Context: an optimization exercise on an open-source flow, tuned for small area, a short achievable clock period and few clock cycles. The choices shown serve that exercise and are no tape-out recipe.
No run shown here included a check of the RTL's function; only the layout flow was run.
Power and IR drop assume default switching activity.

==> flow/design.v (outline; a module is shown in full before it is edited, if it fits) <==
// module MatrixMultUnit: 232 lines
// module mmu_mac: 2452 lines
// module mmu_fa: 4 lines
// module mmu_han: 4 lines
module MatrixMultUnit(
  input  wire reset_n,
  input  wire clk,
  input  wire dut_valid,
  output wire dut_ready,
  output wire        dut__tb__sram_input_write_enable,
  output wire [15:0] dut__tb__sram_input_write_address,
  output wire [31:0] dut__tb__sram_input_write_data,
  output wire [15:0] dut__tb__sram_input_read_address,
  input  wire [31:0] tb__dut__sram_input_read_data,
  output wire        dut__tb__sram_weight_write_enable,
  output wire [15:0] dut__tb__sram_weight_write_address,
  output wire [31:0] dut__tb__sram_weight_write_data,
  output wire [15:0] dut__tb__sram_weight_read_address,
  input  wire [31:0] tb__dut__sram_weight_read_data,
  output wire        dut__tb__sram_result_write_enable,
  output wire [15:0] dut__tb__sram_result_write_address,
  output wire [31:0] dut__tb__sram_result_write_data,
  output wire [15:0] dut__tb__sram_result_read_address,
  input  wire [31:0] tb__dut__sram_result_read_data,
  output wire        dut__tb__sram_scratchpad_write_enable,
  output wire [15:0] dut__tb__sram_scratchpad_write_address,
  output wire [31:0] dut__tb__sram_scratchpad_write_data,
  output wire [15:0] dut__tb__sram_scratchpad_read_address,
  input  wire [31:0] tb__dut__sram_scratchpad_read_data
);
  // ...
==> flow/flow/run.sh <==
#!/bin/bash
# The standard layout (standard synthesis included), with timing repair
# aiming at 7.0 ns of setup slack instead of 0.
set -euo pipefail
bash standard.sh SETUP_SLACK_MARGIN=7.0 finish > standard_flow.log 2>&1
==> flow/standard.sh <==
#!/bin/bash
# synth_recipe.tcl (not shown) runs the flow's synth.tcl, then flattens the netlist and writes it again
# the make line also repeats each setting of config.mk as NAME=value (left out here)
make -C /OpenROAD-flow-scripts/flow DESIGN_CONFIG=/design/flow/config.mk WORK_HOME=/design/flow/orfs CLKGATE_MAP_FILE= SYNTH_SCRIPT=/design/flow/synth_recipe.tcl "${@:-finish}"
==> flow/config.mk <==
export PLATFORM = sky130hd
export DESIGN_NAME = MatrixMultUnit
export DESIGN_NICKNAME = MatrixMultUnit
export VERILOG_FILES = /design/flow/design.v
export SDC_FILE = /design/flow/constraint.sdc
export NUM_CORES = 4
export LEC_CHECK = 0
export ABC_CLOCK_PERIOD_IN_PS = 3000
export CAP_MARGIN = 20
export CORE_MARGIN = 2
export CORE_UTILIZATION = 40
export SLEW_MARGIN = 20
export SYNTH_HIERARCHICAL = 1
==> flow/constraint.sdc <==
create_clock -name core_clock -period 10.0 [get_ports {clk}]
set_input_delay 2.0000 -clock core_clock [delete_from_list [all_inputs] [get_ports {clk}]]
set_output_delay 2.0000 -clock core_clock [all_outputs]
set_load 0.01 [all_outputs]
==> impl_metrics.tcl, run 1 <==
set metrics [dict create \
    synth_area_leaders "fa_1 (29%), dfxtp_1 (24%), nand2_1 (7.1%)" \
    layout_common_cells "nand2_1 (614), fa_1 (472), dfxtp_1 (288)" \
    synth_top_area_share_pct 29.3 \
    stdcell_count 4438 \
    synth_top_family_by_area "adder cells" \
    yosys-top-cells-count "nand2_1 (616), fa_1 (476), dfxtp_1 (387)" \
    multi_input_comb_area_mm2 0.0200 \
    buf_share_pct 10.0 \
    clock_buffers 74 \
    finalClockSkew_ns 0.0395 \
    met3_usage_pct 4.14 \
    tns_ns 0 \
    seqPwrFrac_pct 25.0 \
    power_per_cell_area_mw_per_mm2 371 \
    hold_viol_final 0 \
    yosysWarnings 8 \
    rsz0062_at_grt "true" \
    wl_met3_um 7230 \
    syn_avg_cell_area_um2 10.4 \
    status "complete, no violations" \
    startpoint "busy" \
    ys_ff_latch 469 \
    numPortBuffers 265 \
    ff2ff_path_depth 12 \
    muxShareOfSynthArea_pct 2.73 \
    die_h_um 289 \
    ant_nets 0 \
    grt_max_degree 65 \
    synth_edf_count 73 \
    crit_end "dut_ready" \
    clock_latency_ns 0.64 \
    synthArstFlopShare_pct 1.92 \
    h-tree-depth 2 \
    synthAdderAreaFrac_pct 33.3 \
    root_buffer "clkbuf_16" \
    r2r_setup_slack_ns 6.98 \
    synth_compound_area_share_pct 6.45 \
    powerClk_mw 2.08 \
    fin_util_pct 47.7 \
    crit_path_end_kind "output port" \
    synth_most_common_cell "nand2_1" \
    gp_congestion 0.895 \
    syn_area_mm2 0.0325 \
]
==> inputs of run 2 (changes only) <==
--- a/flow/config.mk
+++ b/flow/config.mk
@@ -9,5 +9,7 @@
 export CAP_MARGIN = 20
 export CORE_MARGIN = 2
 export CORE_UTILIZATION = 40
+export CTS_CLUSTER_DIAMETER = 60
+export CTS_CLUSTER_SIZE = 25
 export SLEW_MARGIN = 20
 export SYNTH_HIERARCHICAL = 1
==> run 2 against run 1 <==
Against the previous run: still clean; non-clock buffer count decreased by 1; cell area decreased by 0.47%; register-to-register slack about the same; via count is 0.89% lower; sequential power is essentially flat; clock power is 7% lower; hold slack improved by 0.0021 ns.
==> impl_metrics.tcl, run 2 <==
set metrics [dict create \
    status "complete, no violations" \
    slew_headroom_pct 41.1 \
    cts_tree "built" \
    core_area_mm2 0.0805 \
    total_power_mw 14.1 \
    crit_path_start_kind "register" \
    r2r_setup_slack_ns 6.97 \
    gr-usage-all-layers_pct 20.9 \
    seq_area_mm2 0.0104 \
    rsz0062_at_grt "true" \
    antennaDiodeCount 0 \
    dpl_cell_area_mm2 0.0351 \
    yosysWarnings 8 \
    grt_pass1_wl_um 134000 \
    power_per_cell_area_mw_per_mm2 368 \
    nFillCells 7423 \
    gp_congestion 0.895 \
    ff2ff_path_depth 12 \
    clock_latency_ns 0.62 \
    numPortBuffers 265 \
    synthFlopType "dfxtp_1" \
    grt_max_degree 65 \
    required_ns 8.00 \
    max_freq_mhz 314 \
    die_w_um 289 \
    drive_above_1_share_pct 18.6 \
    layout_commonest_cell "nand2_1" \
    postRouteWirelength_um 88300 \
    cp.arrival_ns 1.19 \
    slew_violations 0 \
    antenna_found_initial 0 \
    min_period_ns 3.19 \
    syn2layout_area_growth_pct 17.4 \
    min_from "first1" \
    drv_cap 0 \
    dieArea_mm2 0.0836 \
    start_util_pct 40.4 \
    drtIter0Drc 1721 \
    grt_pass1_vias 23300 \
    synth_top_area_share_pct 29.3 \
    path_clk_slew_ns 0.07 \
    cpLargestDelayFamily "flip-flops" \
    via_count 22300 \
    worstHoldEndpoint "first2" \
    critPathBufInv 2 \
    synthArstFlopShare_pct 1.92 \
    ys_ff_latch 469 \
    avgViaCountPerCell 5.05 \
    cts_sinks 469 \
    ioPinCount 392 \
    die_h_um 289 \
    final_cell_area_mm2 0.0382 \
    timing.rr.end "b_addr[8]" \
    first_pass_iters 5 \
    synth_cell_types 93 \
    cp.depth 2 \
    worstMarginPinSlew_ns 0.882 \
    finalSetupViolCount 0 \
    nets 4036 \
    critPathMaxStageDelay_ns 0.39 \
    drc 0 \
    h-tree-depth 2 \
    root_buffer "clkbuf_16" \
    slowest_stage "dfrtp_1" \
    synth-seq-area-share_pct 31.2 \
    layout_common_cells "nand2_1 (615), fa_1 (472), dfxtp_1 (287)" \
    syn_area_mm2 0.0325 \
    rows 104 \
    yosys-top-cells-count "nand2_1 (616), fa_1 (476), dfxtp_1 (387)" \
    multi_input_comb_area_mm2 0.0200 \
    synth_most_common_cell "nand2_1" \
    synth_edf_count 73 \
    drt-wirelength-per-cell_um 20.0 \
    synth_area_leaders "fa_1 (29%), dfxtp_1 (24%), nand2_1 (7.1%)" \
    cts_buffers 46 \
    cts_buffer_depth 3 \
    ant_nets 0 \
    hold_class "reg2reg" \
    tns_ns 0 \
    fin_crit_sh_pct 31.9 \
    overflow 0 \
    syn_avg_cell_area_um2 10.4 \
    reg2reg_from "phase[1]" \
    dp_hpwl_um 61500 \
    holdPathStages 0 \
    cts_hold_buffers 0 \
    hold_viol_final 0 \
    crit_chain "inv_2 > buf_6" \
    netlist_instances 3134 \
    crit_path_end_kind "output port" \
    path_class "reg2out" \
    leakage_nw 15.7 \
    vdd_drop_max_uv 177 \
    path_max_fanout 2 \
    finalClockSkew_ns 0.0284 \
    synth_top_area_cell "fa_1" \
]
## run 2: cell count changes in the layout (fill, tap and decap cells not counted), moves of 5 or more
cell / change
clkinv_8: +6
clkinv_2: -5
inv_8: +7
clkbuf_16: -9
clkbuf_1: -11
inv_12: +5
bufinv_16: -5
## run 2: cell families after synthesis
family	share of synthesized area, %
flops	31.2
simple gates	12.5
compound gates	6.45
fa+ha+maj	33.3
buf+inv	9.25
mux	2.73
xor+xnor	4.47
other cells	0.0115
## run 2: metrics by stage
step	hold WS, ns	cells	util, %	setup slack [ns]
2_1_floorplan	0.310	3259	-	7.00
3_3_place_gp	0.311	4260	43.6	6.23
3_5_place_dp	0.314	4260	43.6	6.09
4_1_cts	0.330	4401	46.7	6.78
5_1_grt	0.346	4423	47.4	6.78
6_report	0.328	4423	47.4	6.81
## run 2: repair_timing
action,in CTS,in global routing
endpoints found under the setup margin,244,204
resized for setup,795,86
pin swaps,10,15
setup buffers,55,19
endpoints found under the hold margin,0,0
gates cloned,0,3
## run 2: metal layers
metal	vias to the layer above	part of all wire [%]	track usage, %
met3	178	7.9	3.28
met4	0	3.3	6.46
met2	1017	46	33.8
li1	10000	-	-
met5	-	0	0
met1	11100	43	29.0
## run 2: how the worst max path moves through the flow
stage / endpoint / start
finish: dut_ready / busy
floorplan: b_addr[8] / phase[0]
global placement: b_addr[8] / phase[1]
CTS: dut_ready / busy
detailed placement: b_addr[8] / phase[1]
global route: dut_ready / busy
## run 2: where the power goes
group,switching (mW),internal (mW),leakage [nW]
Clock,0.958,0.984,0.836
Sequential,0.653,2.90,4.06
Combinational,4.56,4.02,10.8
Total,6.17,7.90,15.7
## run 2: area by class of cell
class                      instances  share of cell area (%)
sequential                       469                    27.3
multi-input combinational       2195                    52.3
inverter                         239                    2.36
clock buffer                      49                    3.07
timing repair buffer             374                    10.1
tap                             1060                    3.47
clock inverter                    37                    1.43
## run 2: modules after synthesis (local to each module, per instance)
module | times used | area (µm²)
MatrixMultUnit | 1 | 11500
mmu_han | 31 | 27.5
mmu_mac | 1 | 10800
mmu_fa | 465 | 20.0
==> inputs of run 3 (changes only) <==
==> flow/flow/run.sh (replaced) <==
#!/bin/bash
# The standard layout (standard synthesis included), with timing repair
# aiming at 7.0 ns of setup slack instead of 0, and buf_2 as the port buffer.
set -euo pipefail
bash standard.sh SETUP_SLACK_MARGIN=7.0 "BUFFER_PORTS_ARGS=-buffer_cell sky130_fd_sc_hd__buf_2" finish > standard_flow.log 2>&1
==> run 3 against run 2 <==
Against the previous run: cell count grew 0.59%; sequential share of layout area rose by 0.24 points; maximum frequency shrank 0.65%; highest routed layer unchanged.
==> impl_metrics.tcl, run 3 <==
set metrics [dict create \
    reg2reg_from "d_r[3]" \
    start_util_pct 40.4 \
    numPortBuffers 265 \
    finalClockSkew_ns 0.0345 \
    crit_path_end_kind "output port" \
    cts_sinks 469 \
    status "complete, no violations" \
    drc 0 \
    path_class "reg2out" \
    finalSetupViolCount 0 \
    stdcell_count 4449 \
    path_clk_slew_ns 0.08 \
    crit_chain "buf_6" \
    min_period_ns 3.21 \
    dieArea_mm2 0.0836 \
    busiest_layer "met2" \
    cts_tree "built" \
    fin_util_pct 47.2 \
    hold_class "reg2reg" \
    cpLargestDelayFamily "flip-flops" \
    cts_buffer_depth 3 \
    path_max_fanout 3 \
    drtIter0Drc 1602 \
    antenna_found_initial 0 \
    worstMarginPinSlew_ns 0.835 \
    syn_avg_cell_area_um2 10.4 \
    critPathBufInv 1 \
    slowest_stage "dfrtp_1" \
    gr-usage-all-layers_pct 20.9 \
    grt_use_met2_pct 33.6 \
    min_from "first1" \
    die_h_um 289 \
    via_count 22500 \
    die_w_um 289 \
    drt-wirelength-per-cell_um 20.1 \
    synth_edf_count 73 \
    grt_pass1_wl_um 134000 \
    grt_pass1_vias 23200 \
    synthFlopType "dfxtp_1" \
    yosys-top-cells-count "nand2_1 (616), fa_1 (476), dfxtp_1 (387)" \
    synth_most_common_cell "nand2_1" \
    vdd_drop_max_uv 153 \
    root_buffer "clkbuf_16" \
    gp_congestion 0.875 \
    drv_cap 0 \
    slew_headroom_pct 44.2 \
    critPathMaxStageDelay_ns 0.43 \
    cp.arrival_ns 1.21 \
    drive_above_1_share_pct 23.4 \
    clock_latency_ns 0.63 \
    required_ns 8.00 \
    cts_buffers 48 \
    synthArstFlopShare_pct 1.92 \
    yosysWarnings 8 \
    ys_ff_latch 469 \
    nets 4059 \
    ant_nets 0 \
    dp_hpwl_um 60700 \
    avgViaCountPerCell 5.05 \
    h-tree-depth 2 \
    crit_path_start_kind "register" \
    rows 104 \
    netlist_instances 3134 \
    worstHoldEndpoint "first2" \
    holdPathStages 0 \
    dp.cells 4260 \
    met1_usage_pct 28.9 \
    postRouteWirelength_um 89600 \
    hold_viol_final 0 \
    slew_violations 0 \
    rsz0062_at_grt "true" \
    first_pass_iters 7 \
    synth_area_leaders "fa_1 (29%), dfxtp_1 (24%), nand2_1 (7.1%)" \
    max_freq_mhz 312 \
    met3_usage_pct 3.49 \
    syn_area_mm2 0.0325 \
    cts_hold_buffers 0 \
    timing.rr.end "nd[7]" \
    layout_common_cells "nand2_1 (613), fa_1 (471), dfxtp_1 (285)" \
    leakage_nw 15.8 \
    ioPinCount 392 \
    tns_ns 0 \
    r2r_setup_slack_ns 6.94 \
    grt_max_degree 65 \
    layout_commonest_cell "nand2_1" \
    synth-seq-area-share_pct 31.2 \
    post-route-worst-setup-slack_ns 6.79 \
    synth_cell_types 93 \
    place_ws_ns 6.11 \
    power_per_cell_area_mw_per_mm2 375 \
    overflow 0 \
    core_area_mm2 0.0805 \
    syn2layout_area_growth_pct 16.8 \
    fin_crit_sh_pct 32.1 \
    synth_top_area_share_pct 29.3 \
    ff2ff_path_depth 11 \
    synth_top_area_cell "fa_1" \
]
[run 3: logic make-up after synthesis]
group / synth area share, %
buffers and inverters: 9.25
other: 0.0115
AND/OR/NAND/NOR: 12.5
XOR/XNOR: 4.47
adder cells (fa/ha/maj): 33.3
multiplexers: 2.73
flip-flops: 31.2
AO/OA/AOI/OAI: 6.45
[run 3: worst max-delay path by stage]
stage                                                 end      from  cells after the start
finish              dut__tb__sram_scratchpad_write_enable        we                      1
global route        dut__tb__sram_scratchpad_write_enable        we                      1
CTS                                             dut_ready      busy                      2
detailed placement                              b_addr[8]  phase[1]                     11
global placement                                b_addr[8]  phase[1]                     11
floorplan                                       b_addr[8]  phase[0]                     12
[run 3: power breakdown]
part           switching (mW)  internal, mW  leakage (nW)
sequential              0.646          2.91          4.07
combinational            4.61          4.05          10.9
clock                   0.979          1.04         0.882
total                    6.23          8.00          15.8
[run 3: through the flow]
stage               total power, mW  instance area [µm²]  hold slack [ns]
CTS                            14.2                37300            0.334
global placement               11.4                33800            0.312
floorplan                      9.30                33000            0.310
finish                         14.2                38000            0.333
detailed placement             11.7                33800            0.314
global route                   15.6                38000            0.339
[run 3: layout make-up]
type                            instances  area (µm²)
Multi-Input combinational cell       2195       20000
Timing Repair Buffer                  395        3420
Antenna cell                            1        2.50
Sequential cell                       469       10500
Clock inverter                         41         622
Inverter                              239         901
Fill cell                            7337       42600
Tap cell                             1060        1330
Clock buffer                           49        1230
[run 3: metal layers]
metal  vias up  wire [µm]
met4         0       3160
li1      10100          -
met2      1032      41600
met1     11200      38200
met5         -          0
met3       186       6710
[run 3: per-module statistics from Yosys, one instance, submodules excluded]
module	flops+latches	cells
mmu_mac	273	1330
MatrixMultUnit	196	1184
mmu_han	0	5
mmu_fa	0	1
[run 3: timing repair]
| item | in CTS | in global routing |
|---|---|---|
| gates cloned | 0 | 4 |
| pin swaps | 7 | 27 |
| setup endpoints to repair | 238 | 203 |
| buffers inserted | 60 | 34 |
| resized for setup | 284 | 72 |
==> inputs of run 4 (changes only) <==
==> flow/flow/run.sh (replaced) <==
#!/bin/bash
# The standard layout (standard synthesis included), with timing repair
# aiming at 6.85 ns of setup slack instead of 0.
set -euo pipefail
bash standard.sh SETUP_SLACK_MARGIN=6.85 finish > standard_flow.log 2>&1
--- a/flow/config.mk
+++ b/flow/config.mk
@@ -9,7 +9,5 @@
 export CAP_MARGIN = 20
 export CORE_MARGIN = 2
 export CORE_UTILIZATION = 40
-export CTS_CLUSTER_DIAMETER = 60
-export CTS_CLUSTER_SIZE = 25
 export SLEW_MARGIN = 20
 export SYNTH_HIERARCHICAL = 1
==> run 4 against run 3 <==
Against the previous run: hold slack lost 0.0055 ns; setup slack lost 0.0021 ns; clock skew shrank 0.0020 ns; non-clock buffer count shrank 26; combinational power shrank 3.6%; critical path type unchanged; largest cell class unchanged.
==> impl_metrics.tcl, run 4 <==
set metrics [dict create \
    status "complete, no violations" \
    netlist_instances 3134 \
    drc 0 \
    tns_ns 0 \
    cts_sinks 469 \
    seqPwrFrac_pct 25.1 \
    die_h_um 289 \
    postRouteWirelength_um 88000 \
    gp_congestion 0.896 \
    rsz0062_at_grt "true" \
    gr-usage-all-layers_pct 21.2 \
    dieArea_mm2 0.0836 \
    total_power_mw 13.9 \
    fin_crit_sh_pct 32.1 \
    r2r_setup_slack_ns 6.88 \
    avgViaCountPerCell 5.05 \
    cts_buffer_depth 3 \
    synth-seq-area-share_pct 31.2 \
    hold_viol_final 0 \
    antennaDiodeCount 0 \
    path_max_fanout 2 \
    numPortBuffers 265 \
    grt_pass1_vias 23400 \
    timing.rr.end "tl[0]" \
    first_pass_iters 6 \
    max_freq_mhz 311 \
    core_area_mm2 0.0805 \
    cp.arrival_ns 1.21 \
    cts_tree "built" \
    synth_most_common_cell "nand2_1" \
    synth_top_area_share_pct 29.3 \
    p_comb_share_pct 60.1 \
    ant_nets 0 \
    pwr-share-clk_pct 14.8 \
    path_class "reg2out" \
    crit_path_end_kind "output port" \
    reg2reg_from "t[3]" \
    final_cell_area_mm2 0.0377 \
    clock_latency_ns 0.64 \
    synthFlopType "dfxtp_1" \
    hold_class "reg2reg" \
    overflow 0 \
    finalClockSkew_ns 0.0324 \
    nets 4040 \
    antenna_found_initial 1 \
    rows 104 \
    p_sw_mw 5.96 \
    drive_above_1_share_pct 17.5 \
    holdPathStages 0 \
    dp_hpwl_um 62200 \
    via_count 22400 \
    p_int_mw 7.95 \
    start_util_pct 40.4 \
    worstHoldEndpoint "first3" \
    root_buffer "clkbuf_16" \
    synth_top_area_cell "fa_1" \
    grt_max_degree 65 \
    slew_violations 0 \
    min_from "first2" \
    syn_area_mm2 0.0325 \
    leakage_nw 15.5 \
    syn2layout_area_growth_pct 15.8 \
    finalSetupViolCount 0 \
    cts_buffers 55 \
    synth_area_leaders "fa_1 (29%), dfxtp_1 (24%), nand2_1 (7.1%)" \
    synthArstFlopShare_pct 1.92 \
    synth_edf_count 73 \
    yosys-top-cells-count "nand2_1 (616), fa_1 (476), dfxtp_1 (387)" \
    slew_headroom_pct 42.0 \
    vdd_drop_max_uv 190 \
    drt-wirelength-per-cell_um 19.9 \
    yosysWarnings 8 \
    required_ns 8.00 \
    ioPinCount 392 \
    p_sw_share_pct 42.8 \
    crit_path_start_kind "register" \
    dpl_cell_area_mm2 0.0352 \
    layout_commonest_cell "nand2_1" \
    nFillCells 7470 \
    path_clk_slew_ns 0.06 \
    layout_common_cells "nand2_1 (615), fa_1 (474), dfxtp_1 (309)" \
    power_per_cell_area_mw_per_mm2 369 \
    worstMarginPinSlew_ns 0.868 \
    die_w_um 289 \
    ff2ff_path_depth 8 \
    min_period_ns 3.21 \
    ys_ff_latch 469 \
    drtIter0Drc 1467 \
    drv_cap 0 \
    h-tree-depth 2 \
    synth_cell_types 93 \
    grt_pass1_wl_um 136000 \
    syn_avg_cell_area_um2 10.4 \
]
run 4: cell counts after synthesis:
No cell type changed its count.
run 4: layer usage:
metal | wire length [µm] | track usage (%) | up-vias
met5 | 13 | 0 | -
met4 | 2990 | 7.42 | 2
met3 | 6800 | 3.69 | 201
met2 | 40700 | 34.5 | 1055
met1 | 37500 | 28.6 | 11100
li1 | - | - | 10000
run 4: cells by family (layout without fill, tap and decap cells):
logic type | Yosys count | after routing | synth area share (%)
other cells | 1 | 126 | 0.0115
xor+xnor | 166 | 166 | 4.47
fa+ha+maj | 580 | 580 | 33.3
compound gates | 303 | 303 | 6.45
buf+inv | 595 | 710 | 9.25
simple gates | 940 | 940 | 12.5
mux | 80 | 80 | 2.73
flops | 469 | 469 | 31.2
run 4: per-module statistics from Yosys, one instance, submodules excluded:
| module | area (µm²) | copies in the design |
|---|---|---|
| mmu_fa | 20.0 | 465 |
| MatrixMultUnit | 11500 | 1 |
| mmu_mac | 10800 | 1 |
| mmu_han | 27.5 | 31 |
run 4: power by group through the flow:
stage	registers (mW)	logic [mW]	clock network, mW
2_1_floorplan	3.25	6.03	0
3_3_place_gp	3.50	8.10	0
3_5_place_dp	3.51	8.33	0
4_1_cts	3.48	8.38	2.11
5_1_grt	3.58	9.50	2.18
6_report	3.50	8.35	2.06
run 4: layout make-up:
class | count | area [µm²] | share of cell area (%)
Inverter | 239 | 901 | 2.39
Sequential cell | 469 | 10300 | 27.5
Multi-Input combinational cell | 2195 | 19900 | 52.8
Clock inverter | 27 | 357 | 0.947
Clock buffer | 75 | 1510 | 4.02
Timing Repair Buffer | 369 | 3330 | 8.84
Tap cell | 1060 | 1330 | 3.52
run 4: metrics by stage:
step	worst slack (ns)	utilization, %	hold WS (ns)	instances
finish	6.79	46.8	0.327	4434
CTS	6.75	46.4	0.333	4423
global route	6.74	46.8	0.346	4434
global placement	6.05	43.7	0.311	4268
detailed placement	6.00	43.7	0.319	4268
floorplan	6.86	-	0.310	3259
run 4: timing repair:
item | in CTS | in global routing
hold buffers | 0 | 0
setup endpoints to repair | 197 | 137
pin swaps | 1 | 11
resized for setup | 694 | 65
cloned | 0 | 0
buffers inserted | 53 | 11
run 4: worst max-delay path by stage:
stage / slack [ns] / from / to
finish: 6.79 / busy / dut_ready
global route: 6.74 / busy / dut_ready
CTS: 6.75 / busy / dut_ready
detailed placement: 6.00 / phase[1] / b_addr[8]
global placement: 6.05 / phase[1] / b_addr[8]
floorplan: 6.86 / n_r[0] / nd[8]
run 4: worst max-delay path: stages (launching register included):
cell and delay [ns]:
dfrtp_1 0.39, inv_2 0.08, buf_6 0.10
==> inputs of run 5 (changes only) <==
--- a/flow/config.mk
+++ b/flow/config.mk
@@ -5,7 +5,7 @@
 export SDC_FILE = /design/flow/constraint.sdc
 export NUM_CORES = 4
 export LEC_CHECK = 0
-export ABC_CLOCK_PERIOD_IN_PS = 3000
+export ABC_CLOCK_PERIOD_IN_PS = 4000
 export CAP_MARGIN = 20
 export CORE_MARGIN = 2
 export CORE_UTILIZATION = 40
==> run 5 against run 4 <==
Against the previous run: critical path depth unchanged; combinational power is essentially flat; wire length stayed put; largest power group unchanged.
==> impl_metrics.tcl, run 5 <==
set metrics [dict create \
    status "complete, no violations" \
    required_ns 8.00 \
    netlist_instances 3134 \
    gr-usage-all-layers_pct 21.2 \
    cp.arrival_ns 1.21 \
    cpLargestDelayFamily "flip-flops" \
    drt-wirelength-per-cell_um 19.9 \
    synth_xor_area_share_pct 4.47 \
    worstMarginPinSlew_ns 0.868 \
    slew_violations 0 \
    cts_tree "built" \
    cts_buffers 55 \
    root_buffer "clkbuf_16" \
    slew_headroom_pct 42.0 \
    synth_cell_types 93 \
    via_count 22400 \
    leakage_nw 15.5 \
    core_area_mm2 0.0805 \
    synth_edf_count 73 \
    synth_compound_area_share_pct 6.45 \
    min_period_ns 3.21 \
    postRouteWirelength_um 88000 \
    layout_common_cells "nand2_1 (615), fa_1 (474), dfxtp_1 (309)" \
    first_pass_iters 6 \
    synthFlopType "dfxtp_1" \
    drc 0 \
    synth_top_area_share_pct 29.3 \
    syn_area_mm2 0.0325 \
    ant_nets 0 \
    muxShareOfSynthArea_pct 2.73 \
    synth_top_area_cell "fa_1" \
    vdd_drop_max_uv 190 \
    synthArstFlopShare_pct 1.92 \
    path_clk_slew_ns 0.06 \
    start_util_pct 40.4 \
    drive_above_1_share_pct 17.5 \
    finalClockSkew_ns 0.0324 \
    clock_latency_ns 0.64 \
    nets 4040 \
    gp_congestion 0.896 \
    yosysWarnings 8 \
    die_w_um 289 \
    synth_most_common_cell "nand2_1" \
    total_power_mw 13.9 \
    power_per_cell_area_mw_per_mm2 369 \
    grt_pass1_wl_um 136000 \
    grt_pass1_vias 23400 \
    h-tree-depth 2 \
    cts_hold_buffers 0 \
    drv_cap 0 \
    antenna_found_initial 1 \
    seq_area_mm2 0.0103 \
    critPathBufInv 2 \
    cts_sinks 469 \
    syn_avg_cell_area_um2 10.4 \
    dp_hpwl_um 62200 \
    crit_chain "inv_2 > buf_6" \
    syn2layout_area_growth_pct 15.8 \
    dieArea_mm2 0.0836 \
    tns_ns 0 \
    hold_viol_final 0 \
    overflow 0 \
    antennaDiodeCount 0 \
    multi_input_comb_area_mm2 0.0199 \
    synth_top_family_by_area "adder cells" \
    drtIter0Drc 1467 \
    grt_max_degree 65 \
    synthAdderAreaFrac_pct 33.3 \
    crit_path_start_kind "register" \
    critPathMaxStageDelay_ns 0.39 \
    ys_ff_latch 469 \
    layout_commonest_cell "nand2_1" \
    yosys-top-cells-count "nand2_1 (616), fa_1 (476), dfxtp_1 (387)" \
    path_max_fanout 2 \
    nFillCells 7470 \
    synth-simple-area-share_pct 12.5 \
    synth_area_leaders "fa_1 (29%), dfxtp_1 (24%), nand2_1 (7.1%)" \
    cts_buffer_depth 3 \
    hold_class "reg2reg" \
    avgViaCountPerCell 5.05 \
    max_freq_mhz 311 \
    numPortBuffers 265 \
    path_class "reg2out" \
    rsz0062_at_grt "true" \
    rows 104 \
    ioPinCount 392 \
    die_h_um 289 \
    fin_crit_sh_pct 32.1 \
    crit_path_end_kind "output port" \
    finalSetupViolCount 0 \
    slowest_stage "dfrtp_1" \
    synth-seq-area-share_pct 31.2 \
]
==> run 5: cell counts after synthesis <==
No cell type changed its count.
==> run 5: logic make-up after synthesis <==
logic type               count (synthesis)
AO/OA/AOI/OAI                          303
XOR/XNOR                               166
buffers and inverters                  595
AND/OR/NAND/NOR                        940
adder cells (fa/ha/maj)                580
multiplexers                            80
flip-flops                             469
other                                    1
==> run 5: routing by layer <==
layer | vias up | track usage (%) | routed length (µm)
met5 | - | 0 | 13
met4 | 2 | 7.42 | 2990
met3 | 201 | 3.69 | 6800
met2 | 1055 | 34.5 | 40700
met1 | 11100 | 28.6 | 37500
li1 | 10000 | - | -
==> run 5: stage by stage <==
stage | utilization (%) | instance area (µm²) | hold WS, ns | cells | setup slack, ns
final | 46.8 | 37700 | 0.327 | 4434 | 6.79
after global routing | 46.8 | 37700 | 0.346 | 4434 | 6.74
after CTS | 46.4 | 37300 | 0.333 | 4423 | 6.75
after detailed placement | 43.7 | 35200 | 0.319 | 4268 | 6.00
after global placement | 43.7 | 35200 | 0.311 | 4268 | 6.05
after floorplan | - | 33000 | 0.310 | 3259 | 6.86
==> run 5: timing repair <==
item                                    4_1_cts  5_1_grt
hold endpoints to repair                      0        0
endpoints found under the setup margin      197      137
buffers inserted                             53       11
resized for setup                           694       65
pin swaps                                     1       11
==> run 5: report_power, final <==
| part | internal, mW | leakage, nW | total, mW | switching (mW) |
|---|---|---|---|---|
| Clock | 1.20 | 0.909 | 2.06 | 0.855 |
| Combinational | 3.85 | 10.6 | 8.35 | 4.50 |
| Sequential | 2.89 | 4.06 | 3.50 | 0.604 |
| Total | 7.95 | 15.5 | 13.9 | 5.96 |
==> run 5: Yosys stat by module (local to each module, per instance) <==
module | cells inside | cell area [µm²] | copies in the design
mmu_fa | 1 | 20.0 | 465
mmu_mac | 1330 | 10800 | 1
MatrixMultUnit | 1184 | 11500 | 1
mmu_han | 5 | 27.5 | 31
==> run 5: layout make-up <==
type	count	share of cell area, %
multi-input cells	2195	52.8
flip-flops and latches	469	27.5
repair buffers	369	8.84
clock buffers	75	4.02
well taps	1060	3.52
inverters	239	2.39
clock inverters	27	0.947
==> run 5: path summary, 6_finish.rpt <==
path	from	slack [ns]	end	cells past startpoint
max reg2reg	t[3]	6.88	tl[0]	8
min	first2	0.33	first3	0
min reg2reg	first2	0.33	first3	0
min in group asynchronous	reset_n	1.67	we	1
max	busy	6.79	dut_ready	2
max in group asynchronous	reset_n	8.01	last1	1
==> inputs of run 6 (changes only) <==
--- a/flow/config.mk
+++ b/flow/config.mk
@@ -5,9 +5,9 @@
 export SDC_FILE = /design/flow/constraint.sdc
 export NUM_CORES = 4
 export LEC_CHECK = 0
-export ABC_CLOCK_PERIOD_IN_PS = 4000
+export ABC_CLOCK_PERIOD_IN_PS = 3000
 export CAP_MARGIN = 20
 export CORE_MARGIN = 2
-export CORE_UTILIZATION = 40
+export CORE_UTILIZATION = 65
 export SLEW_MARGIN = 20
 export SYNTH_HIERARCHICAL = 1
==> run 6 against run 5 <==
Against the previous run: still clean; cell count down 9.5%; largest power group unchanged; die area down 38%; critical path depth stayed put; total power grew 0.68%.
==> impl_metrics.tcl, run 6 <==
set metrics [dict create \
    status "complete, no violations" \
    hold_class "reg2reg" \
    dp_hpwl_um 64300 \
    slew_headroom_pct 44.9 \
    final_cell_area_mm2 0.0365 \
    slowest_stage "dfrtp_1" \
    vdd_drop_max_uv 275 \
    nets 4017 \
    rsz0062_at_grt "true" \
    synth_most_common_cell "nand2_1" \
    cts_tree "built" \
    die_h_um 228 \
    multi_input_comb_area_mm2 0.0199 \
    ant_nets 0 \
    synth-simple-area-share_pct 12.5 \
    h-tree-depth 2 \
    worstMarginPinSlew_ns 0.827 \
    fin_crit_sh_pct 31.6 \
    tns_ns 0 \
    power_per_cell_area_mw_per_mm2 384 \
    synth_cell_types 93 \
    syn2layout_area_growth_pct 12.1 \
    path_class "reg2out" \
    synthArstFlopShare_pct 1.92 \
    rows 81 \
    via_count 23600 \
    die_w_um 228 \
    drv_cap 0 \
    finalSetupViolCount 0 \
    cts_sinks 469 \
    holdWs_ns 0.328 \
    path_max_fanout 2 \
    synth-seq-area-share_pct 31.2 \
    cp.arrival_ns 1.16 \
    dieArea_mm2 0.0519 \
    required_ns 8.00 \
    drive_above_1_share_pct 17.0 \
    hold_viol_final 0 \
    grt_pass1_wl_um 143000 \
    nFillCells 3414 \
    postRouteWirelength_um 94300 \
    first_pass_iters 8 \
    leakage_nw 15.3 \
    drc 0 \
    synth_edf_count 73 \
    start_util_pct 66.2 \
    synth_top_family_by_area "adder cells" \
    total_power_mw 14.0 \
    critPathBufInv 2 \
    synth_xor_area_share_pct 4.47 \
    synth_compound_area_share_pct 6.45 \
    core_area_mm2 0.0492 \
    finalClockSkew_ns 0.0160 \
    clock_latency_ns 0.61 \
    dpl_cell_area_mm2 0.0346 \
    netlist_instances 3134 \
    path_clk_slew_ns 0.06 \
    cpLargestDelayFamily "flip-flops" \
    yosysWarnings 8 \
    syn_area_mm2 0.0325 \
    cts_buffer_depth 3 \
    drt-wirelength-per-cell_um 23.5 \
    synth_area_leaders "fa_1 (29%), dfxtp_1 (24%), nand2_1 (7.1%)" \
    antenna_found_initial 0 \
    slew_violations 0 \
    min_period_ns 3.16 \
    antennaDiodeCount 0 \
    cts_buffers 51 \
    overflow 0 \
    muxShareOfSynthArea_pct 2.73 \
    ys_ff_latch 469 \
    synth_top_area_cell "fa_1" \
    ioPinCount 392 \
    critPathMaxStageDelay_ns 0.39 \
    max_freq_mhz 316 \
    avgViaCountPerCell 5.87 \
    syn_avg_cell_area_um2 10.4 \
    crit_path_end_kind "output port" \
    gp_congestion 0.950 \
    grt_pass1_vias 25500 \
    seq_area_mm2 0.0104 \
    crit_chain "inv_2 > buf_6" \
    root_buffer "clkbuf_16" \
    yosys-top-cells-count "nand2_1 (616), fa_1 (476), dfxtp_1 (387)" \
    crit_path_start_kind "register" \
    layout_common_cells "nand2_1 (614), fa_1 (473), dfxtp_1 (308)" \
    drtIter0Drc 2128 \
    synthFlopType "dfxtp_1" \
    gr-usage-all-layers_pct 36.0 \
    synthAdderAreaFrac_pct 33.3 \
    grt_max_degree 65 \
    numPortBuffers 265 \
    synth_top_area_share_pct 29.3 \
    layout_commonest_cell "nand2_1" \
]
-- run 6: cell counts after synthesis --
Identical to the previous run, type by type.
-- run 6: cell type report --
| cell class | count | share of cell area [%] |
|---|---|---|
| clock inverters | 25 | 0.628 |
| clock buffers | 71 | 3.90 |
| inverters | 239 | 2.47 |
| repair buffers | 350 | 7.68 |
| multi-input cells | 2195 | 54.7 |
| flip-flops and latches | 469 | 28.4 |
| well taps | 664 | 2.28 |
-- run 6: worst paths after layout --
check | start | endpoint | slack [ns] | cells past startpoint
setup / recovery | busy | dut_ready | 6.84 | 2
hold / removal | first1 | first2 | 0.33 | 0
setup reg to reg | op_b[22] | u_mac.q29_5 | 6.86 | 5
hold reg to reg | first1 | first2 | 0.33 | 0
max in group asynchronous | reset_n | we | 7.89 | 1
min in group asynchronous | reset_n | last1 | 1.75 | 1
-- run 6: metal layers --
| layer | vias up | routed length, µm | GRT usage [%] |
|---|---|---|---|
| met5 | - | 0 | 0 |
| li1 | 9988 | - | - |
| met4 | 0 | 5420 | 17.5 |
| met2 | 1534 | 45500 | 59.9 |
| met1 | 11600 | 33700 | 44.1 |
| met3 | 428 | 9700 | 8.83 |
-- run 6: worst register-to-register path: cells and delay by family (launching register included) --
| family | cells | cell delay (ns) |
|---|---|---|
| adders and majority gates | 4 | 2.00 |
| DFF | 1 | 0.82 |
| and+or+nand+nor | 1 | 0.20 |
-- run 6: Yosys stat by module (local to each module, per instance) --
module / flip-flops and latches / times used / area [µm²] / cells inside
mmu_fa: 0 / 465 / 20.0 / 1
mmu_mac: 273 / 1 / 10800 / 1330
MatrixMultUnit: 196 / 1 / 11500 / 1184
mmu_han: 0 / 31 / 27.5 / 5
-- run 6: metrics by stage --
| stage | std cells | util, % | worst slack, ns |
|---|---|---|---|
| 5_1_grt | 4013 | 74.2 | 6.76 |
| 4_1_cts | 4000 | 73.5 | 6.79 |
| 3_5_place_dp | 3862 | 70.4 | 6.11 |
| 3_3_place_gp | 3862 | 70.4 | 6.19 |
| 6_report | 4013 | 74.2 | 6.84 |
| 2_1_floorplan | 3259 | - | 6.86 |
-- run 6: logic make-up after synthesis --
logic type,after synthesis
mux,80
buf+inv,595
simple gates,940
other cells,1
fa+ha+maj,580
xor+xnor,166
flops,469
compound gates,303
-- run 6: report_power, final --
| part | internal (mW) | leakage [nW] | switching [mW] |
|---|---|---|---|
| sequential | 2.88 | 4.06 | 0.678 |
| combinational | 3.85 | 10.4 | 4.72 |
| clock | 1.07 | 0.802 | 0.798 |
| total | 7.81 | 15.3 | 6.19 |
-- run 6: timing repair --
action / CTS / global route
gates cloned: 0 / 4
resized for setup: 631 / 56
hold buffers: 0 / 0
pin swaps: 3 / 14
buffers inserted: 42 / 9
endpoints found under the setup margin: 214 / 93
==> inputs of run 7 (changes only) <==
--- a/flow/config.mk
+++ b/flow/config.mk
@@ -8,6 +8,6 @@
 export ABC_CLOCK_PERIOD_IN_PS = 3000
 export CAP_MARGIN = 20
 export CORE_MARGIN = 2
-export CORE_UTILIZATION = 65
+export CORE_UTILIZATION = 55
 export SLEW_MARGIN = 20
 export SYNTH_HIERARCHICAL = 1
==> run 7 against run 6 <==
Against the previous run: combinational power fell by 2%; core utilization fell by 11 points; sequential cell count did not move; clock-buffer cell count fell by 4; via count fell by 2.7%; first-iteration DRC count fell by 11%; maximum frequency fell by 3.2%.
==> impl_metrics.tcl, run 7 <==
set metrics [dict create \
    h-tree-depth 2 \
    syn2layout_area_growth_pct 14.0 \
    fin_crit_sh_pct 32.7 \
    syn_area_mm2 0.0325 \
    synth_top_area_share_pct 29.3 \
    via_count 22900 \
    core_area_mm2 0.0588 \
    synth_most_common_cell "nand2_1" \
    required_ns 8.00 \
    synthFlopType "dfxtp_1" \
    rsz0062_at_grt "true" \
    antennaDiodeCount 0 \
    cts_hold_buffers 0 \
    min_from "first1" \
    grt_pass1_wl_um 141000 \
    yosysWarnings 8 \
    nets 4022 \
    overflow 0 \
    start_util_pct 55.3 \
    path_class "reg2out" \
    hold_viol_final 0 \
    numPortBuffers 265 \
    first_pass_iters 6 \
    layout_commonest_cell "nand2_1" \
    synth_cell_types 93 \
    die_h_um 247 \
    nFillCells 4815 \
    yosys-top-cells-count "nand2_1 (616), fa_1 (476), dfxtp_1 (387)" \
    multi_input_comb_area_mm2 0.0200 \
    vdd_drop_max_uv 270 \
    reg2reg_from "op_a[23]" \
    finalClockSkew_ns 0.0117 \
    rows 89 \
    min_period_ns 3.27 \
    postRouteWirelength_um 92400 \
    ioPinCount 392 \
    dieArea_mm2 0.0611 \
    tns_ns 0 \
    path_clk_slew_ns 0.06 \
    die_w_um 247 \
    path_max_fanout 3 \
    cts_buffer_depth 3 \
    worstMarginPinSlew_ns 0.902 \
    synth-seq-area-share_pct 31.2 \
    finalSetupViolCount 0 \
    drt-wirelength-per-cell_um 22.4 \
    cts_tree "built" \
    ant_nets 0 \
    seq_area_mm2 0.0104 \
    leakage_nw 15.5 \
    layout_common_cells "nand2_1 (614), fa_1 (473), dfxtp_1 (308)" \
    antenna_found_initial 2 \
    gp_congestion 0.904 \
    status "complete, no violations" \
    clock_latency_ns 0.63 \
    dp_hpwl_um 64700 \
    cp.arrival_ns 1.27 \
    synth_top_area_cell "fa_1" \
    drive_above_1_share_pct 17.5 \
    dpl_cell_area_mm2 0.0347 \
    drc 0 \
    synth_area_leaders "fa_1 (29%), dfxtp_1 (24%), nand2_1 (7.1%)" \
    drtIter0Drc 1903 \
    avgViaCountPerCell 5.55 \
    synth_edf_count 73 \
    grt_pass1_vias 24300 \
    startpoint "we" \
    final_cell_area_mm2 0.0371 \
    hold_class "reg2reg" \
    crit_path_start_kind "register" \
    slew_violations 0 \
    cts_buffers 53 \
    crit_path_end_kind "output port" \
    syn_avg_cell_area_um2 10.4 \
    holdWs_ns 0.327 \
    grt_max_degree 65 \
    root_buffer "clkbuf_16" \
    cts_sinks 469 \
    slew_headroom_pct 39.4 \
    synthArstFlopShare_pct 1.92 \
    power_per_cell_area_mw_per_mm2 381 \
    drv_cap 0 \
    netlist_instances 3134 \
    max_freq_mhz 306 \
    gr-usage-all-layers_pct 30.6 \
    ys_ff_latch 469 \
]
-- run 7: cell counts after synthesis --
Identical to the previous run, type by type.
-- run 7: repair_timing --
| action | 4_1_cts | 5_1_grt |
|---|---|---|
| gates resized for setup | 675 | 40 |
| cloned | 0 | 2 |
| pin swaps | 3 | 15 |
| endpoints found under the setup margin | 236 | 81 |
| buffers inserted | 46 | 18 |
-- run 7: cell families after synthesis --
| logic type | count (synthesis) | synth area share [%] |
|---|---|---|
| AO/OA/AOI/OAI | 303 | 6.45 |
| XOR/XNOR | 166 | 4.47 |
| adder cells (fa/ha/maj) | 580 | 33.3 |
| buffers and inverters | 595 | 9.25 |
| flip-flops | 469 | 31.2 |
| multiplexers | 80 | 2.73 |
| other | 1 | 0.0115 |
| AND/OR/NAND/NOR | 940 | 12.5 |
-- run 7: area by class of cell --
class                           instances  share of cell area, %
Clock buffer                           67                   3.91
Clock inverter                         31                   1.37
Inverter                              239                   2.43
Multi-Input combinational cell       2196                   53.8
Sequential cell                       469                   28.0
Tap cell                              773                   2.61
Timing Repair Buffer                  352                   7.91
-- run 7: power by group --
| group | internal [mW] | switching, mW |
|---|---|---|
| Clock | 1.32 | 0.849 |
| Sequential | 2.89 | 0.723 |
| Combinational | 3.85 | 4.52 |
| Total | 8.06 | 6.09 |
-- run 7: metal layers --
layer	global-route usage, %	wire [µm]	vias up
li1	-	-	10000
met1	39.6	36200	11400
met2	51.1	44400	1207
met3	5.62	7960	263
met4	12.0	3870	2
met5	0	13	-
-- run 7: path summary, 6_finish.rpt --
kind	to	slack (ns)	cells after the start
min in group asynchronous	last1	1.72	1
max in group asynchronous	state[2]	7.89	1
max	dut__tb__sram_result_write_enable	6.73	2
max reg2reg	u_mac.q29_5	6.85	5
min reg2reg	first2	0.33	0
min	first2	0.33	0
-- run 7: modules after synthesis, one instance, submodules excluded --
module / copies in the design / cell area (µm²) / flops+latches
MatrixMultUnit: 1 / 11500 / 196
mmu_mac: 1 / 10800 / 273
mmu_han: 31 / 27.5 / 0
mmu_fa: 465 / 20.0 / 0
-- run 7: worst max-delay path, stage by stage (launching register included) --
cell     delay [ns]
dfrtp_1        0.42
buf_6          0.13
buf_6          0.11
-- run 7: through the flow --
stage                     power, mW  std cells  util, %  setup WS [ns]
final                          14.1       4127     63.1           6.73
after global routing           15.4       4127     63.1           6.68
after CTS                      14.1       4107     62.4           6.67
after detailed placement       11.9       3963     59.0           6.00
after global placement         11.5       3963     59.0           6.05
after floorplan                9.28       3259        -           6.86
==> inputs of run 8 (changes only) <==
--- a/flow/config.mk
+++ b/flow/config.mk
@@ -8,6 +8,7 @@
 export ABC_CLOCK_PERIOD_IN_PS = 3000
 export CAP_MARGIN = 20
 export CORE_MARGIN = 2
-export CORE_UTILIZATION = 55
+export CORE_UTILIZATION = 70
+export PLACE_DENSITY = 0.8
 export SLEW_MARGIN = 20
 export SYNTH_HIERARCHICAL = 1
==> run 8 against run 7 <==
Against the previous run: sequential share of layout area grew 0.43 points; hold slack better by 0.0021 ns; die area shrank 21%; clock skew increased by 0.0012 ns; wire length up 6.0%; highest routed layer is now met4; global-route usage rose by 10 points; cell count decreased by 4.3%; largest cell class unchanged.
==> impl_metrics.tcl, run 8 <==
set metrics [dict create \
    final_cell_area_mm2 0.0364 \
    timing.rr.end "u_mac.q28_5" \
    drv_cap 0 \
    core_area_mm2 0.0456 \
    synth_top_area_cell "fa_1" \
    synth_top_area_share_pct 29.3 \
    antennaDiodeCount 0 \
    die_h_um 220 \
    gp_congestion 0.960 \
    synth_cell_types 93 \
    layout_commonest_cell "nand2_1" \
    synthArstFlopShare_pct 1.92 \
    dieArea_mm2 0.0482 \
    synthFlopType "dfxtp_1" \
    numPortBuffers 265 \
    via_count 24500 \
    die_w_um 220 \
    worstMarginPinSlew_ns 0.954 \
    yosys-top-cells-count "nand2_1 (616), fa_1 (476), dfxtp_1 (387)" \
    dp_hpwl_um 65400 \
    critPathMaxStageDelay_ns 0.42 \
    cts_sinks 469 \
    slew_headroom_pct 36.1 \
    dpl_cell_area_mm2 0.0345 \
    gr-usage-all-layers_pct 40.8 \
    min_from "first1" \
    ff2ff_path_depth 5 \
    h-tree-depth 2 \
    path_clk_slew_ns 0.06 \
    nets 4019 \
    cts_buffer_depth 3 \
    crit_chain "buf_6 > buf_6" \
    slew_violations 0 \
    path_class "reg2out" \
    worstHoldEndpoint "first2" \
    netlist_instances 3134 \
    finalSetupViolCount 0 \
    startpoint "we" \
    drc 0 \
    yosysWarnings 8 \
    crit_path_end_kind "output port" \
    drive_above_1_share_pct 17.0 \
    first_pass_iters 9 \
    rows 78 \
    synth_area_leaders "fa_1 (29%), dfxtp_1 (24%), nand2_1 (7.1%)" \
    root_buffer "clkbuf_16" \
    overflow 0 \
    syn_avg_cell_area_um2 10.4 \
    ioPinCount 392 \
    path_max_fanout 3 \
    start_util_pct 71.4 \
    max_freq_mhz 306 \
    crit_top_cell "buf_6" \
    nFillCells 2684 \
    synth-seq-area-share_pct 31.2 \
    grt_pass1_vias 26000 \
    ys_ff_latch 469 \
    required_ns 8.00 \
    reg2reg_from "op_b[22]" \
    synth_edf_count 73 \
    cts_buffers 50 \
    synth_most_common_cell "nand2_1" \
    status "complete, no violations" \
    hold_viol_final 0 \
    leakage_nw 15.3 \
    layout_common_cells "nand2_1 (616), fa_1 (474), dfxtp_1 (311)" \
    grt_max_degree 65 \
    hold_class "reg2reg" \
    cts_tree "built" \
    postRouteWirelength_um 98000 \
    r2r_setup_slack_ns 6.86 \
    power_per_cell_area_mw_per_mm2 391 \
    vdd_drop_max_uv 287 \
    holdPathStages 0 \
    drt-wirelength-per-cell_um 24.8 \
    cp.arrival_ns 1.27 \
    syn_area_mm2 0.0325 \
    tns_ns 0 \
    crit_path_start_kind "register" \
    grt_pass1_wl_um 146000 \
    ant_nets 0 \
    slowest_stage "dfrtp_1" \
    syn2layout_area_growth_pct 12.0 \
    drtIter0Drc 2751 \
    clock_latency_ns 0.61 \
    avgViaCountPerCell 6.19 \
    antenna_found_initial 0 \
    rsz0062_at_grt "true" \
    min_period_ns 3.27 \
    finalClockSkew_ns 0.0128 \
    fin_crit_sh_pct 32.7 \
]
## run 8: cells by family after synthesis
kind of cell,count (synthesis),synth area share (%)
adders and majority gates,580,33.3
xor gates and xnor gates,166,4.47
and+or+nand+nor,940,12.5
DFF,469,31.2
other,1,0.0115
muxes,80,2.73
buffers and inverters,595,9.25
AOI/OAI and AO/OA,303,6.45
## run 8: worst max-delay path, delay by kind of cell (launching register included)
| kind | cells | cell delay [ns] |
|---|---|---|
| buffers and inverters | 2 | 0.24 |
| flip-flops | 1 | 0.42 |
## run 8: area by class of cell
type	count	area [µm²]	share of cell area, %
timing repair buffer	353	2770	7.61
clock buffer	66	1430	3.93
tap	600	751	2.06
sequential	469	10300	28.4
multi-input combinational	2195	19900	54.6
inverter	239	901	2.47
clock inverter	28	334	0.917
## run 8: metal layers
| metal | track usage, % | vias to the layer above | routed length (µm) |
|---|---|---|---|
| met2 | 66.5 | 2030 | 46300 |
| met4 | 22.8 | 0 | 6720 |
| met1 | 48.6 | 11800 | 33000 |
| li1 | - | 10000 | - |
| met5 | 0 | - | 0 |
| met3 | 12.3 | 616 | 12000 |
## run 8: how the worst max path moves through the flow
| stage | cells past startpoint | slack, ns | end |
|---|---|---|---|
| 2_1_floorplan | 12 | 6.86 | nd[8] |
| 3_3_place_gp | 11 | 6.16 | b_addr[8] |
| 3_5_place_dp | 11 | 6.08 | b_addr[8] |
| 4_1_cts | 2 | 6.70 | dut__tb__sram_scratchpad_write_enable |
| 5_1_grt | 2 | 6.70 | dut__tb__sram_scratchpad_write_enable |
| 6_report | 2 | 6.73 | dut__tb__sram_scratchpad_write_enable |
## run 8: per-stage QoR
| step | util [%] | setup WS [ns] | std cells | hold slack (ns) | total power [mW] |
|---|---|---|---|---|---|
| 5_1_grt | 80.0 | 6.70 | 3950 | 0.349 | 15.2 |
| 3_3_place_gp | 75.8 | 6.16 | 3799 | 0.312 | 11.3 |
| 4_1_cts | 79.5 | 6.70 | 3939 | 0.329 | 14.0 |
| 6_report | 80.0 | 6.73 | 3950 | 0.329 | 14.3 |
| 2_1_floorplan | - | 6.86 | 3259 | 0.310 | 9.28 |
| 3_5_place_dp | 75.8 | 6.08 | 3799 | 0.314 | 11.9 |
## run 8: where the power goes
group / switching, mW / internal, mW
registers: 0.684 / 2.88
logic: 4.84 / 3.87
clock network: 0.819 / 1.17
## run 8: what timing repair did
action	in CTS	in global routing
pin swaps	4	5
hold buffers	0	0
gates cloned	0	1
gates resized for setup	645	36
setup endpoints to repair	235	50
buffers inserted	46	10
hold endpoints to repair	0	0
## run 8: modules after synthesis (local to each module, per instance)
module          times used  cells  flops+latches  area, µm²
mmu_han                 31      5              0       27.5
MatrixMultUnit           1   1184            196      11500
mmu_mac                  1   1330            273      10800
mmu_fa                 465      1              0       20.0
==> inputs of run 9 (changes only) <==
--- a/flow/config.mk
+++ b/flow/config.mk
@@ -8,7 +8,6 @@
 export ABC_CLOCK_PERIOD_IN_PS = 3000
 export CAP_MARGIN = 20
 export CORE_MARGIN = 2
-export CORE_UTILIZATION = 70
-export PLACE_DENSITY = 0.8
+export CORE_UTILIZATION = 75
 export SLEW_MARGIN = 20
 export SYNTH_HIERARCHICAL = 1
==> run 9 against run 8 <==
Against the previous run: still clean; hold slack improved by 0.0015 ns; sequential power up 2%; cell count decreased by 0.25%; clock skew up 0.014 ns; via count grew 7.2%; combinational power is 7.8% higher; clock-buffer cell count is 4 higher; total power up 4.2%; largest power group unchanged.
==> impl_metrics.tcl, run 9 <==
set metrics [dict create \
    path_class "reg2reg" \
    cts_tree "built" \
    crit_chain "nand2_1 > fa_1 > fa_1 > fa_1 > inv_1 > ha_4 > a21oi_2 > nor2_1 > nor2_1 > o21bai_1 > a21oi_2 > xnor2_1" \
    drv_cap 0 \
    critPathMaxStageDelay_ns 0.52 \
    synthFlopType "dfxtp_1" \
    max_freq_mhz 304 \
    dp.cells 3781 \
    vdd_drop_max_uv 364 \
    gr-usage-all-layers_pct 47.2 \
    slew_violations 0 \
    synth-seq-area-share_pct 31.2 \
    hold_class "reg2reg" \
    postRouteWirelength_um 109000 \
    syn_avg_cell_area_um2 10.4 \
    start_util_pct 75.7 \
    drtIter0Drc 3875 \
    grt_pass1_wl_um 156000 \
    path_clk_slew_ns 0.06 \
    gp_congestion 0.963 \
    required_ns 10.52 \
    synth_cell_types 93 \
    power_per_cell_area_mw_per_mm2 408 \
    rsz0062_at_grt "true" \
    antenna_found_initial 2 \
    layout_commonest_cell "nand2_1" \
    multi_input_comb_area_mm2 0.0200 \
    via_count 26200 \
    layout_common_cells "nand2_1 (615), fa_1 (473), dfxtp_1 (310)" \
    slowest_stage "fa_1" \
    first_pass_iters 14 \
    stdcell_count 3940 \
    cpLargestDelayFamily "adder cells" \
    path_max_fanout 3 \
    synth_area_leaders "fa_1 (29%), dfxtp_1 (24%), nand2_1 (7.1%)" \
    finalSetupViolCount 0 \
    crit_path_end_kind "register" \
    total_power_mw 14.9 \
    synthArstFlopShare_pct 1.92 \
    crit_path_start_kind "register" \
    ant_nets 0 \
    avgViaCountPerCell 6.66 \
    crit_top_cell "fa_1" \
    netlist_instances 3134 \
    cts_buffers 50 \
    slew_headroom_pct 42.5 \
    status "complete, no violations" \
    nFillCells 2138 \
    finalClockSkew_ns 0.0269 \
    fin_util_pct 84.8 \
    ys_ff_latch 469 \
    critPathBufInv 1 \
    rows 76 \
    cts_sinks 469 \
    dp_hpwl_um 67800 \
    drive_above_1_share_pct 17.2 \
    seq_area_mm2 0.0104 \
    synth_top_area_cell "fa_1" \
    grt_max_degree 65 \
    core_area_mm2 0.0430 \
    grt_pass1_vias 27700 \
    clock_latency_ns 0.63 \
    cts_buffer_depth 3 \
    leakage_nw 15.3 \
    nets 4024 \
    hold_viol_final 0 \
    overflow 0 \
    yosys-top-cells-count "nand2_1 (616), fa_1 (476), dfxtp_1 (387)" \
    h-tree-depth 2 \
    synth_top_area_share_pct 29.3 \
    root_buffer "clkbuf_16" \
    die_w_um 212 \
    numPortBuffers 265 \
    synth_most_common_cell "nand2_1" \
    yosysWarnings 8 \
    die_h_um 212 \
    fin_crit_sh_pct 32.9 \
    drt-wirelength-per-cell_um 27.7 \
    syn2layout_area_growth_pct 12.0 \
    min_period_ns 3.29 \
    synth_edf_count 73 \
    ioPinCount 392 \
    tns_ns 0 \
    syn_area_mm2 0.0325 \
    worstMarginPinSlew_ns 0.862 \
    drc 0 \
    cp.arrival_ns 3.82 \
    dieArea_mm2 0.0451 \
]
-- run 9: cell types whose count changed in the layout (fill, tap and decap cells not counted), sizes merged --
cell    delta
nand2b     +1
inv        -4
buf        +4
clkinv     +3
diode      +1
clkbuf     +4
bufinv     -4
-- run 9: repair_timing --
action / 4_1_cts / 5_1_grt
gates cloned: 0 / 3
hold buffers: 0 / 0
endpoints found under the setup margin: 239 / 84
setup buffers: 40 / 22
gates resized for setup: 647 / 60
pin swaps: 9 / 14
-- run 9: worst reg2reg max path: cells and delay by family (launching register included) --
kind,cells,cell delay (ns)
adder cells (fa/ha/maj),4,1.73
flip-flops,1,0.45
AO/OA/AOI/OAI,3,0.43
AND/OR/NAND/NOR,3,0.38
XOR/XNOR,1,0.14
buffers and inverters,1,0.07
-- run 9: cell families after synthesis --
kind of cell | share of synthesized area [%]
AO/OA/AOI/OAI | 6.45
other | 0.0115
flip-flops | 31.2
buffers and inverters | 9.25
AND/OR/NAND/NOR | 12.5
adder cells (fa/ha/maj) | 33.3
XOR/XNOR | 4.47
multiplexers | 2.73
-- run 9: report_power, final --
group          internal [mW]  switching (mW)  total [mW]
combinational           4.09            5.29        9.38
sequential              2.89           0.744        3.63
clock                   1.03           0.821        1.85
total                   8.00            6.85        14.9
-- run 9: per-layer routing --
| metal | routed length (µm) | track usage (%) | vias up |
|---|---|---|---|
| li1 | - | - | 10000 |
| met1 | 33400 | 52.7 | 12500 |
| met2 | 50000 | 75.1 | 2726 |
| met3 | 14900 | 16.1 | 1048 |
| met4 | 10700 | 35.9 | 4 |
| met5 | 62 | 1.22 | - |
-- run 9: area by class of cell --
class	count	share of cell area [%]
sequential	469	28.4
timing repair buffer	357	7.81
multi-input combinational	2196	54.9
antenna	1	0.00687
inverter	239	2.47
clock inverter	23	0.543
tap	585	2.01
clock buffer	70	3.83
-- run 9: final timing paths --
| check | depth (start not counted) | slack, ns | end | from |
|---|---|---|---|---|
| min in group asynchronous | 1 | 1.71 | last3 | reset_n |
| worst min register to register | 0 | 0.33 | first3 | first2 |
| worst max register to register | 12 | 6.71 | nd[8] | n_r[0] |
| worst min-delay path | 0 | 0.33 | first3 | first2 |
| worst max-delay path | 12 | 6.71 | nd[8] | n_r[0] |
| max in group asynchronous | 1 | 7.94 | last1 | reset_n |
-- run 9: metrics by stage --
step	hold WS [ns]	instance area [µm²]	setup slack, ns
floorplan	0.310	33000	6.86
global placement	0.315	34500	6.22
detailed placement	0.316	34500	6.11
CTS	0.333	36000	6.78
global route	0.334	36400	6.60
finish	0.331	36400	6.71
-- run 9: Yosys stat by module, one instance, submodules excluded --
module	cell area (µm²)	flops+latches	cells inside	times used
mmu_han	27.5	0	5	31
MatrixMultUnit	11500	196	1184	1
mmu_mac	10800	273	1330	1
mmu_fa	20.0	0	1	465

-- re-timing with driven ports --
In the flow no input, the clock included, has a driving cell. The finished layouts below were timed again as built, in two steps. Step 1 assumes that a clkbuf_16 drives the clock port and a buf_2 every other input. Step 2 moves the port delays by t, midway between the first and last clock arrival at a register: inputs arrive t later, outputs are due t later. That takes back most of the time a late clock gives input paths. a / b / c = ideal / step 1 / step 2; a / b = the first two.
| run | shift t [ns] | setup WS [ns] | hold WS [ns] | worst setup path at the end | worst register clock-pin slew, ns |
|---|---|---|---|---|---|
| run 1 | 0.685 | 6.806 / 6.742 / 6.596 | 0.326 / 0.326 / 0.326 | input to register | 0.07 / 0.07 |
| run 2 | 0.672 | 6.812 / 6.751 / 6.604 | 0.328 / 0.328 / 0.328 | input to register | 0.09 / 0.09 |
| run 3 | 0.683 | 6.791 / 6.721 / 6.940 | 0.333 / 0.333 / 0.333 | register to register | 0.09 / 0.09 |
| run 4 | 0.697 | 6.789 / 6.724 / 6.593 | 0.327 / 0.327 / 0.327 | input to register | 0.07 / 0.07 |
| run 5 | 0.697 | 6.789 / 6.724 / 6.593 | 0.327 / 0.327 / 0.327 | input to register | 0.07 / 0.07 |
| run 6 | 0.659 | 6.837 / 6.777 / 6.726 | 0.328 / 0.328 / 0.328 | input to register | 0.06 / 0.06 |
| run 7 | 0.676 | 6.732 / 6.673 / 6.602 | 0.327 / 0.327 / 0.327 | input to register | 0.07 / 0.07 |
| run 8 | 0.664 | 6.731 / 6.671 / 6.565 | 0.329 / 0.329 / 0.329 | input to register | 0.07 / 0.07 |
| run 9 | 0.676 | 6.708 / 6.708 / 6.680 | 0.331 / 0.331 / 0.331 | input to register | 0.07 / 0.07 |
After both steps setup and hold are still met in every run listed. For run 1, which loses most, drivers alone change the setup slack by -0.064 ns; drivers and shift together by -0.210 ns.
